Background: an optimization exercise with open tools, aiming at small area. Do not read the settings as production practice. Function was checked by simulation only, so behaviour that the tests miss may differ from the original. The clock port is modelled as an ideal driver, which makes a skipped or thinned clock tree look cheaper than it is; a real chip needs a root buffer or a tree. Power figures rest on the tool's default switching activity, not on a simulated workload.

==> inputs of run K <==
==> flow/design.v <==
module counter_peripheral (
    input  logic        clk,
    input  logic        rst_n,
    input  logic        awvalid,
    output logic        awready,
    input  logic [31:0] awaddr,
    input  logic        wvalid,
    output logic        wready,
    input  logic [31:0] wdata,
    input  logic [3:0]  wstrb,
    output logic        bvalid,
    input  logic        bready,
    output logic [1:0]  bresp,
    input  logic        arvalid,
    output logic        arready,
    input  logic [31:0] araddr,
    output logic        rvalid,
    input  logic        rready,
    output logic [31:0] rdata,
    output logic [1:0]  rresp
);
    logic [31:1] ctrl_hi;      
    logic        ctrl0;        
    logic        ctrl_v;       
    logic [31:0] init_val;
    logic        init_v;       
    logic [31:0] count;
    logic        count_v;      
    logic        ctrl_prev;    
    logic        wait_st;
    logic        wa_ctrl, wa_init;    
    logic        rerr;
    wire aw_hi0 = (awaddr[31:4] == 28'd0) && (awaddr[1:0] == 2'd0);
    wire aw_c   = aw_hi0 && (awaddr[3:2] == 2'b00);
    wire aw_i   = aw_hi0 && (awaddr[3:2] == 2'b10);
    wire ar_hi0 = (araddr[31:4] == 28'd0) && (araddr[1:0] == 2'd0);
    wire ar_c   = ar_hi0 && (araddr[3:2] == 2'b00);
    wire ar_n   = ar_hi0 && (araddr[3:2] == 2'b01);
    wire ar_i   = ar_hi0 && (araddr[3:2] == 2'b10);
    wire idle    = !bvalid && !wait_st;
    wire aw_hs   = idle && awvalid && awready;
    wire w_hs    = idle && wvalid && wready;
    wire wr_aw   = wait_st && !awready && awvalid;    
    wire wr_w    = wait_st && !wready && wvalid;      
    wire wr_now  = (aw_hs && w_hs) || wr_aw;          
    wire we_ctrl = (wr_now && aw_c) || (wr_w && wa_ctrl);
    wire we_init = (wr_now && aw_i) || (wr_w && wa_init);
    wire aw_take = aw_hs || wr_aw;
    assign bresp = 2'b00;
    assign rresp = {rerr, 1'b0};
    always_ff @(posedge clk or negedge rst_n) begin
        if (!rst_n) begin
            awready <= 1'b0;
            wready  <= 1'b0;
            bvalid  <= 1'b0;
            wait_st <= 1'b0;
            wa_ctrl <= 1'b1;
            wa_init <= 1'b0;
        end else begin
            if (aw_take) begin
                wa_ctrl <= aw_c;
                wa_init <= aw_i;
            end
            if (bvalid) begin
                if (bready) bvalid <= 1'b0;
            end else if (!wait_st) begin
                if (aw_hs) begin
                    awready <= 1'b0;
                    if (w_hs) begin
                        wready <= 1'b0;
                        bvalid <= 1'b1;
                    end else begin
                        wready  <= 1'b1;
                        wait_st <= 1'b1;
                    end
                end else if (w_hs) begin
                    awready <= 1'b1;
                    wready  <= 1'b0;
                    wait_st <= 1'b1;
                end else begin
                    awready <= 1'b1;
                    wready  <= 1'b1;
                end
            end else if (wr_w) begin
                wready  <= 1'b0;
                bvalid  <= 1'b1;
                wait_st <= 1'b0;
            end else if (wr_aw) begin
                awready <= 1'b0;
                bvalid  <= 1'b1;
                wait_st <= 1'b0;
            end
        end
    end
    wire load = ctrl0 && !ctrl_prev;    
    wire inc  = ctrl0 && ctrl_prev;     
    always_ff @(posedge clk or negedge rst_n) begin
        if (!rst_n) begin
            ctrl0     <= 1'b0;
            ctrl_v    <= 1'b0;
            init_v    <= 1'b0;
            count_v   <= 1'b0;
            ctrl_prev <= 1'b0;
        end else begin
            ctrl_prev <= ctrl0;
            if (we_ctrl) begin
                ctrl0  <= wdata[0];
                ctrl_v <= 1'b1;
            end
            if (we_init) init_v <= 1'b1;
            if (load) count_v <= 1'b1;
        end
    end
    logic [31:0] ones;                              
    assign ones[0] = 1'b1;
    for (genvar i = 1; i < 32; i++) begin : g_ones
        assign ones[i] = ones[i-1] & count[i-1];
    end
    wire [31:0] cnt_inc = count ^ ({32{inc}} & ones);    
    always_ff @(posedge clk) begin
        ctrl_hi  <= ({31{we_ctrl}} & wdata[31:1]) | ({31{!we_ctrl}} & ctrl_hi);
        init_val <= ({32{we_init}} & wdata) | ({32{!we_init}} & init_val);
        count    <= ({32{load && init_v}} & init_val) | ({32{!load}} & cnt_inc);
    end
    always_ff @(posedge clk or negedge rst_n) begin
        if (!rst_n) begin
            arready <= 1'b0;
            rvalid  <= 1'b0;
        end else if (rvalid) begin
            if (rready) rvalid <= 1'b0;
        end else begin
            arready <= 1'b1;
            if (arvalid && arready) begin
                arready <= 1'b0;
                rvalid  <= 1'b1;
            end
        end
    end
    always_ff @(posedge clk) begin
        rerr  <= (rvalid && rerr) || (!rvalid && !(ar_c || ar_n || ar_i));
        rdata <= ({32{rvalid}} & rdata)
               | ({32{!rvalid && ar_c}} & {ctrl_v ? ctrl_hi : 31'd0, ctrl0})
               | ({32{!rvalid && ar_n && count_v}} & count)
               | ({32{!rvalid && ar_i && init_v}} & init_val);
    end
endmodule
==> flow/flow/run.sh <==
#!/bin/bash
# The standard layout with changes that only affect area:
#  - after the standard synthesis, its combinational cells are re-mapped by ABC
#    with an area-oriented script (registers are left exactly as synthesized);
#  - ports are buffered with the smallest buffer, buf_1;
#  - the clock tree is a small balanced two-level tree (flow/manual_cts.tcl):
#    clock port -> one root buffer -> a few leaf buffers -> the flip-flops.
set -euo pipefail
HERE=$(pwd)
RES=$HERE/orfs/results/$FLOW_PLATFORM/counter_peripheral/base
export BUFFER_PORTS_ARGS="-buffer_cell sky130_fd_sc_hd__buf_1"
export PRE_CTS_TCL=$HERE/flow/pre_cts.tcl
export MCTS_DIR=$HERE/flow
export MCTS_CLOCK_PORT=clk
export MCTS_LEAF=sky130_fd_sc_hd__buf_12
export MCTS_ROOT=sky130_fd_sc_hd__buf_8
export MCTS_MAX_SINKS=29

bash standard.sh synth > standard_synth.log 2>&1

# Re-map the logic of the standard netlist.
cp $RES/1_2_yosys.v $HERE/standard_netlist.v
printf 'set_driving_cell sky130_fd_sc_hd__buf_1\nset_load 5\n' > $HERE/abc.constr
YOSYS=$FLOW_HOME/../tools/install/yosys/bin/yosys
[[ -x $YOSYS ]] || YOSYS=yosys
LIB=$FLOW_HOME/platforms/$FLOW_PLATFORM/lib/sky130_fd_sc_hd__tt_025C_1v80.lib \
NETLIST_IN=$HERE/standard_netlist.v NETLIST_OUT=$HERE/remapped_netlist.v \
ABC_SCRIPT=$HERE/flow/area.abc ABC_CONSTR=$HERE/abc.constr \
  $YOSYS -c $HERE/flow/remap.ys > remap_yosys.log 2>&1
cp $HERE/remapped_netlist.v $RES/1_2_yosys.v
rm -f $RES/1_synth.odb $RES/1_synth.sdc

bash standard.sh > standard_flow.log 2>&1
==> flow/flow/area.abc <==
strash
ifraig
scorr
dc2
strash
&get -n
&dch -f
&nf -R 1000
&put
stime -c
==> flow/flow/manual_cts.tcl <==
# A small balanced clock tree: the clock port drives one root buffer, which
# drives a few leaf buffers; each leaf buffer drives one cluster of the
# clock sinks (clusters of nearly equal size, found by k-means on the sink
# locations). Every sink is two buffers from the port.
proc manual_cts_build { leaf_master root_master max_sinks } {
  set db [ord::get_db]
  set block [ord::get_db_block]
  set clk_net [$block findNet $::env(MCTS_CLOCK_PORT)]
  set sinks {}
  foreach it [$clk_net getITerms] {
    set inst [$it getInst]
    lappend sinks [list $it {*}[$inst getLocation]]
  }
  set n [llength $sinks]
  set k [expr {int(ceil(double($n) / $max_sinks))}]
  if { $k < 1 } { set k 1 }
  # k-means with capacity: seed centres along the x-sorted list
  set sorted [lsort -real -index 1 $sinks]
  set centres {}
  for {set c 0} {$c < $k} {incr c} {
    set lo [expr {$c * $n / $k}]
    set hi [expr {($c + 1) * $n / $k - 1}]
    set tx 0.0; set ty 0.0
    for {set i $lo} {$i <= $hi} {incr i} {
      set s [lindex $sorted $i]
      set tx [expr {$tx + [lindex $s 1]}]; set ty [expr {$ty + [lindex $s 2]}]
    }
    set m [expr {$hi - $lo + 1}]
    lappend centres [list [expr {$tx / $m}] [expr {$ty / $m}]]
  }
  set cap [expr {int(ceil(double($n) / $k))}]
  for {set iter 0} {$iter < 30} {incr iter} {
    # all (sink, centre) distances, assign greedily by distance with capacity
    set pairs {}
    set i 0
    foreach s $sinks {
      set c 0
      foreach ctr $centres {
        set d [expr {abs([lindex $s 1] - [lindex $ctr 0]) + abs([lindex $s 2] - [lindex $ctr 1])}]
        lappend pairs [list $d $i $c]
        incr c
      }
      incr i
    }
    set pairs [lsort -real -index 0 $pairs]
    array unset assign
    array unset count
    for {set c 0} {$c < $k} {incr c} { set count($c) 0 }
    foreach p $pairs {
      lassign $p d i c
      if { [info exists assign($i)] } { continue }
      if { $count($c) >= $cap } { continue }
      set assign($i) $c
      incr count($c)
    }
    set new {}
    array unset sx
    array unset sy
    for {set c 0} {$c < $k} {incr c} { set sx($c) 0.0; set sy($c) 0.0 }
    for {set i 0} {$i < $n} {incr i} {
      set c $assign($i)
      set s [lindex $sinks $i]
      set sx($c) [expr {$sx($c) + [lindex $s 1]}]; set sy($c) [expr {$sy($c) + [lindex $s 2]}]
    }
    for {set c 0} {$c < $k} {incr c} {
      lappend new [list [expr {$sx($c) / max(1, $count($c))}] [expr {$sy($c) / max(1, $count($c))}]]
    }
    set centres $new
  }
  set lm [$db findMaster $leaf_master]
  set rm [$db findMaster $root_master]
  # root buffer at the centre of the leaf buffers
  set rx 0.0; set ry 0.0
  foreach ctr $centres { set rx [expr {$rx + [lindex $ctr 0]}]; set ry [expr {$ry + [lindex $ctr 1]}] }
  set rx [expr {int($rx / $k)}]; set ry [expr {int($ry / $k)}]
  set root [odb::dbInst_create $block $rm clkbuf_root]
  $root setLocation $rx $ry
  $root setPlacementStatus PLACED
  set root_net [odb::dbNet_create $block clknet_root]
  $root_net setSigType CLOCK
  [$root findITerm X] connect $root_net
  set leaves {}
  for {set c 0} {$c < $k} {incr c} {
    set leaf [odb::dbInst_create $block $lm clkbuf_leaf_$c]
    $leaf setLocation [expr {int([lindex $centres $c 0])}] [expr {int([lindex $centres $c 1])}]
    $leaf setPlacementStatus PLACED
    set net [odb::dbNet_create $block clknet_leaf_$c]
    $net setSigType CLOCK
    [$leaf findITerm X] connect $net
    [$leaf findITerm A] connect $root_net
    lappend leaves $net
  }
  for {set i 0} {$i < $n} {incr i} {
    set it [lindex $sinks $i 0]
    $it disconnect
    $it connect [lindex $leaves $assign($i)]
  }
  [$root findITerm A] connect $clk_net
  $clk_net setSigType CLOCK
  puts "manual CTS: $n sinks, $k leaf buffers ($leaf_master), root $root_master, cluster sizes [lmap c [lsort -integer [array names count]] {set count($c)}]"
}
==> flow/flow/pre_cts.tcl <==
# Sourced by ORFS's CTS step before clock_tree_synthesis: replace TritonCTS
# by the small balanced tree of manual_cts.tcl. The rest of the CTS step
# (legalisation, timing repair) runs as usual.
source [file join $::env(MCTS_DIR) manual_cts.tcl]
rename clock_tree_synthesis __tritoncts_unused
proc clock_tree_synthesis { args } {
  manual_cts_build $::env(MCTS_LEAF) $::env(MCTS_ROOT) $::env(MCTS_MAX_SINKS)
  set_propagated_clock [all_clocks]
}
==> flow/flow/remap.ys <==
# Re-map the combinational cells of the standard synthesis netlist for area.
# Flip-flops (and tie cells) are kept as black boxes, so the registers keep
# their instance names, cell types and output nets.
yosys read_liberty -ignore_miss_func $::env(LIB)
yosys read_verilog $::env(NETLIST_IN)
yosys hierarchy -top $::env(FLOW_TOP)
yosys blackbox sky130_fd_sc_hd__df* sky130_fd_sc_hd__edf* sky130_fd_sc_hd__sdf* sky130_fd_sc_hd__conb_1
yosys flatten
yosys rename -hide w:*.*
yosys opt_clean
yosys stat -liberty $::env(LIB)
yosys abc -script $::env(ABC_SCRIPT) -liberty $::env(LIB) -dont_use sky130_fd_sc_hd__lpflow_bleeder_1 -dont_use sky130_fd_sc_hd__lpflow_clkbufkapwr_1 -dont_use sky130_fd_sc_hd__lpflow_clkbufkapwr_16 -dont_use sky130_fd_sc_hd__lpflow_clkbufkapwr_2 -dont_use sky130_fd_sc_hd__lpflow_clkbufkapwr_4 -dont_use sky130_fd_sc_hd__lpflow_clkbufkapwr_8 -dont_use sky130_fd_sc_hd__lpflow_clkinvkapwr_1 -dont_use sky130_fd_sc_hd__lpflow_clkinvkapwr_16 -dont_use sky130_fd_sc_hd__lpflow_clkinvkapwr_2 -dont_use sky130_fd_sc_hd__lpflow_clkinvkapwr_4 -dont_use sky130_fd_sc_hd__lpflow_clkinvkapwr_8 -dont_use sky130_fd_sc_hd__lpflow_decapkapwr_12 -dont_use sky130_fd_sc_hd__lpflow_decapkapwr_3 -dont_use sky130_fd_sc_hd__lpflow_decapkapwr_4 -dont_use sky130_fd_sc_hd__lpflow_decapkapwr_6 -dont_use sky130_fd_sc_hd__lpflow_decapkapwr_8 -dont_use sky130_fd_sc_hd__lpflow_inputiso0n_1 -dont_use sky130_fd_sc_hd__lpflow_inputiso0p_1 -dont_use sky130_fd_sc_hd__lpflow_inputiso1n_1 -dont_use sky130_fd_sc_hd__lpflow_inputiso1p_1 -dont_use sky130_fd_sc_hd__lpflow_inputisolatch_1 -dont_use sky130_fd_sc_hd__lpflow_isobufsrc_1 -dont_use sky130_fd_sc_hd__lpflow_isobufsrc_16 -dont_use sky130_fd_sc_hd__lpflow_isobufsrc_2 -dont_use sky130_fd_sc_hd__lpflow_isobufsrc_4 -dont_use sky130_fd_sc_hd__lpflow_isobufsrc_8 -dont_use sky130_fd_sc_hd__lpflow_isobufsrckapwr_16 -dont_use sky130_fd_sc_hd__lpflow_lsbuf_lh_hl_isowell_tap_1 -dont_use sky130_fd_sc_hd__lpflow_lsbuf_lh_hl_isowell_tap_2 -dont_use sky130_fd_sc_hd__lpflow_lsbuf_lh_hl_isowell_tap_4 -dont_use sky130_fd_sc_hd__lpflow_lsbuf_lh_isowell_4 -dont_use sky130_fd_sc_hd__lpflow_lsbuf_lh_isowell_tap_1 -dont_use sky130_fd_sc_hd__lpflow_lsbuf_lh_isowell_tap_2 -dont_use sky130_fd_sc_hd__lpflow_lsbuf_lh_isowell_tap_4 -dont_use sky130_fd_sc_hd__probe_p_8 -dont_use sky130_fd_sc_hd__probec_p_8  -constr $::env(ABC_CONSTR) -D 4000
yosys opt_clean -purge
yosys stat -liberty $::env(LIB)
yosys write_verilog -noattr -nohex -nodec $::env(NETLIST_OUT)
==> flow/standard.sh <==
#!/bin/bash
# synth_recipe.tcl (not shown) runs the flow's synth.tcl, then flattens the netlist and writes it again
# the make line also repeats each setting of config.mk as NAME=value (left out here)
make -C /OpenROAD-flow-scripts/flow DESIGN_CONFIG=/design/flow/config.mk WORK_HOME=/design/flow/orfs CLKGATE_MAP_FILE= SYNTH_SCRIPT=/design/flow/synth_recipe.tcl "${@:-finish}"
==> flow/config.mk <==
export PLATFORM = sky130hd
export DESIGN_NAME = counter_peripheral
export DESIGN_NICKNAME = counter_peripheral
export VERILOG_FILES = /design/flow/design.v
export SDC_FILE = /design/flow/constraint.sdc
export NUM_CORES = 4
export LEC_CHECK = 0
export CAP_MARGIN = 20
export CORE_MARGIN = 2
export CORE_UTILIZATION = 75
export SLEW_MARGIN = 20
==> flow/constraint.sdc <==
create_clock -name core_clock -period 4.0 [get_ports {clk}]
set_input_delay 0.8000 -clock core_clock [delete_from_list [all_inputs] [get_ports {clk}]]
set_output_delay 0.8000 -clock core_clock [all_outputs]
set_load 0.01 [all_outputs]
==> run Y (differences from run K) <==
--- a/flow/flow/run.sh
+++ b/flow/flow/run.sh
@@ -15,5 +15,5 @@
 export MCTS_LEAF=sky130_fd_sc_hd__buf_12
 export MCTS_ROOT=sky130_fd_sc_hd__buf_8
-export MCTS_MAX_SINKS=29
+export MCTS_MAX_SINKS=24
 
 bash standard.sh synth > standard_synth.log 2>&1
==> flow/flow/area.abc (replaced) <==
strash
ifraig
scorr
dc2
strash
&get -n
&dc2
&dch -f
&nf -R 1000
&put
stime -c
--- a/flow/config.mk
+++ b/flow/config.mk
@@ -8,4 +8,4 @@
 export CAP_MARGIN = 20
 export CORE_MARGIN = 2
-export CORE_UTILIZATION = 75
+export CORE_UTILIZATION = 80
 export SLEW_MARGIN = 20
==> run P (differences from run K) <==
--- a/flow/config.mk
+++ b/flow/config.mk
@@ -8,4 +8,4 @@
 export CAP_MARGIN = 20
 export CORE_MARGIN = 2
-export CORE_UTILIZATION = 75
+export CORE_UTILIZATION = 60
 export SLEW_MARGIN = 20
==> run_results.csv <==
group,metric,value,unit
run_status,run_status,"no timing/DRC/antenna violations",
final_layout,multi_input_cells,291,
sta,max-slew-margin-rel,0.502,
routing,m1WireLength,4960,um
routing,viasPerCell,6.06,
final_layout,regArea,3530,um2
global_routing,grt_pass1_wl,20500,um
routing,top_layer_used,"met4",
final_layout,nFlopsAndLatches,141,
floorplanning,num_rows,34,
global_routing,grt_max_degree,37,
critical_path,reg2reg_depth,17,
pwr,power_frac_seq,0.645,
critical_path,crit_buf_inv,1,
yosys,syn_inst,435,
floorplanning,die_y,97.7,um
final_layout,seq_share,0.571,
The numbers above come from run P.

==> run_results.csv <==
group,metric,value,unit
global_routing,grt_overflow,144,
run_status,stop_stage,"5_1_grt",
placement,place_congestion,0.821,
cts,post_cts_buffers,1,
global_routing,grt_max_degree,35,
floorplanning,num_rows,29,
cts,postCtsResizedCells,13,
floorplanning,die_y,84.7,um
placement,io_buffers,140,
global_routing,grtUsageMet1,0.871,
floorplanning,die_w,84.7,um
global_routing,busiest_layer,"met2",
run_status,run.stop_error,"[ERROR GRT-0232] Routing congestion too high. Check the congestion heatmap in the GUI.",
yosys,syn_inst,438,
placement,placedCellCount,667,
floorplanning,io_pins,148,
global_routing,use_met3,0.697,
cts,cts_hold_buf,0,
run_status,run_status,"did not finish",
global_routing,grt_util_all_layers,0.870,
placement,post_dp_cell_area,5940,um2
The numbers above come from run Y.

==> run_results.csv <==
group,metric,value,unit
pwr,power_frac_seq,0.659,
yosys,syn_inst,435,
routing,top_layer_used,"met4",
sta,max-slew-margin-rel,0.365,
global_routing,grt_max_degree,35,
global_routing,grt_pass1_wl,22000,um
floorplanning,num_rows,30,
final_layout,regArea,3530,um2
sta,fmax,276,MHz
critical_path,crit_buf_inv,1,
run_status,run_status,"no timing/DRC/antenna violations",
routing,viasPerCell,6.65,
final_layout,nFlopsAndLatches,141,
The numbers above come from run K.

The clock cells of run K and run P come from the design's own scripts or RTL, not from TritonCTS.

==> what the ideal ports hide <==
How much do the figures lean on ideal ports? The routed layouts below were timed once more, with nothing changed but the port constraints. Step 1 (the two cells are an assumption about what drives the block):
set clk [get_ports {clk}]
set_driving_cell -lib_cell sky130_fd_sc_hd__clkbuf_16 $clk
set_driving_cell -lib_cell sky130_fd_sc_hd__buf_2 [delete_from_list [all_inputs] $clk]
Step 2, shift: input delay + t, output delay - t, t = (earliest + latest rising clock arrival at the registers) / 2. This alone moves slack from input paths to output paths. Slacks: ideal / step 1 / step 2; pairs: ideal / step 1.
run | t, ns | slack for setup (ns) | hold WS [ns] | worst setup path after step 2 | worst register clock-pin slew, ns
run K | 0.359 | 0.375 / 0.375 / 0.375 | 0.468 / 0.460 / 0.468 | register to register | 0.11 / 0.11
run P | 0.364 | 0.352 / 0.352 / 0.352 | 0.465 / 0.465 / 0.465 | register to register | 0.11 / 0.11
After both steps every run listed still meets setup and hold.
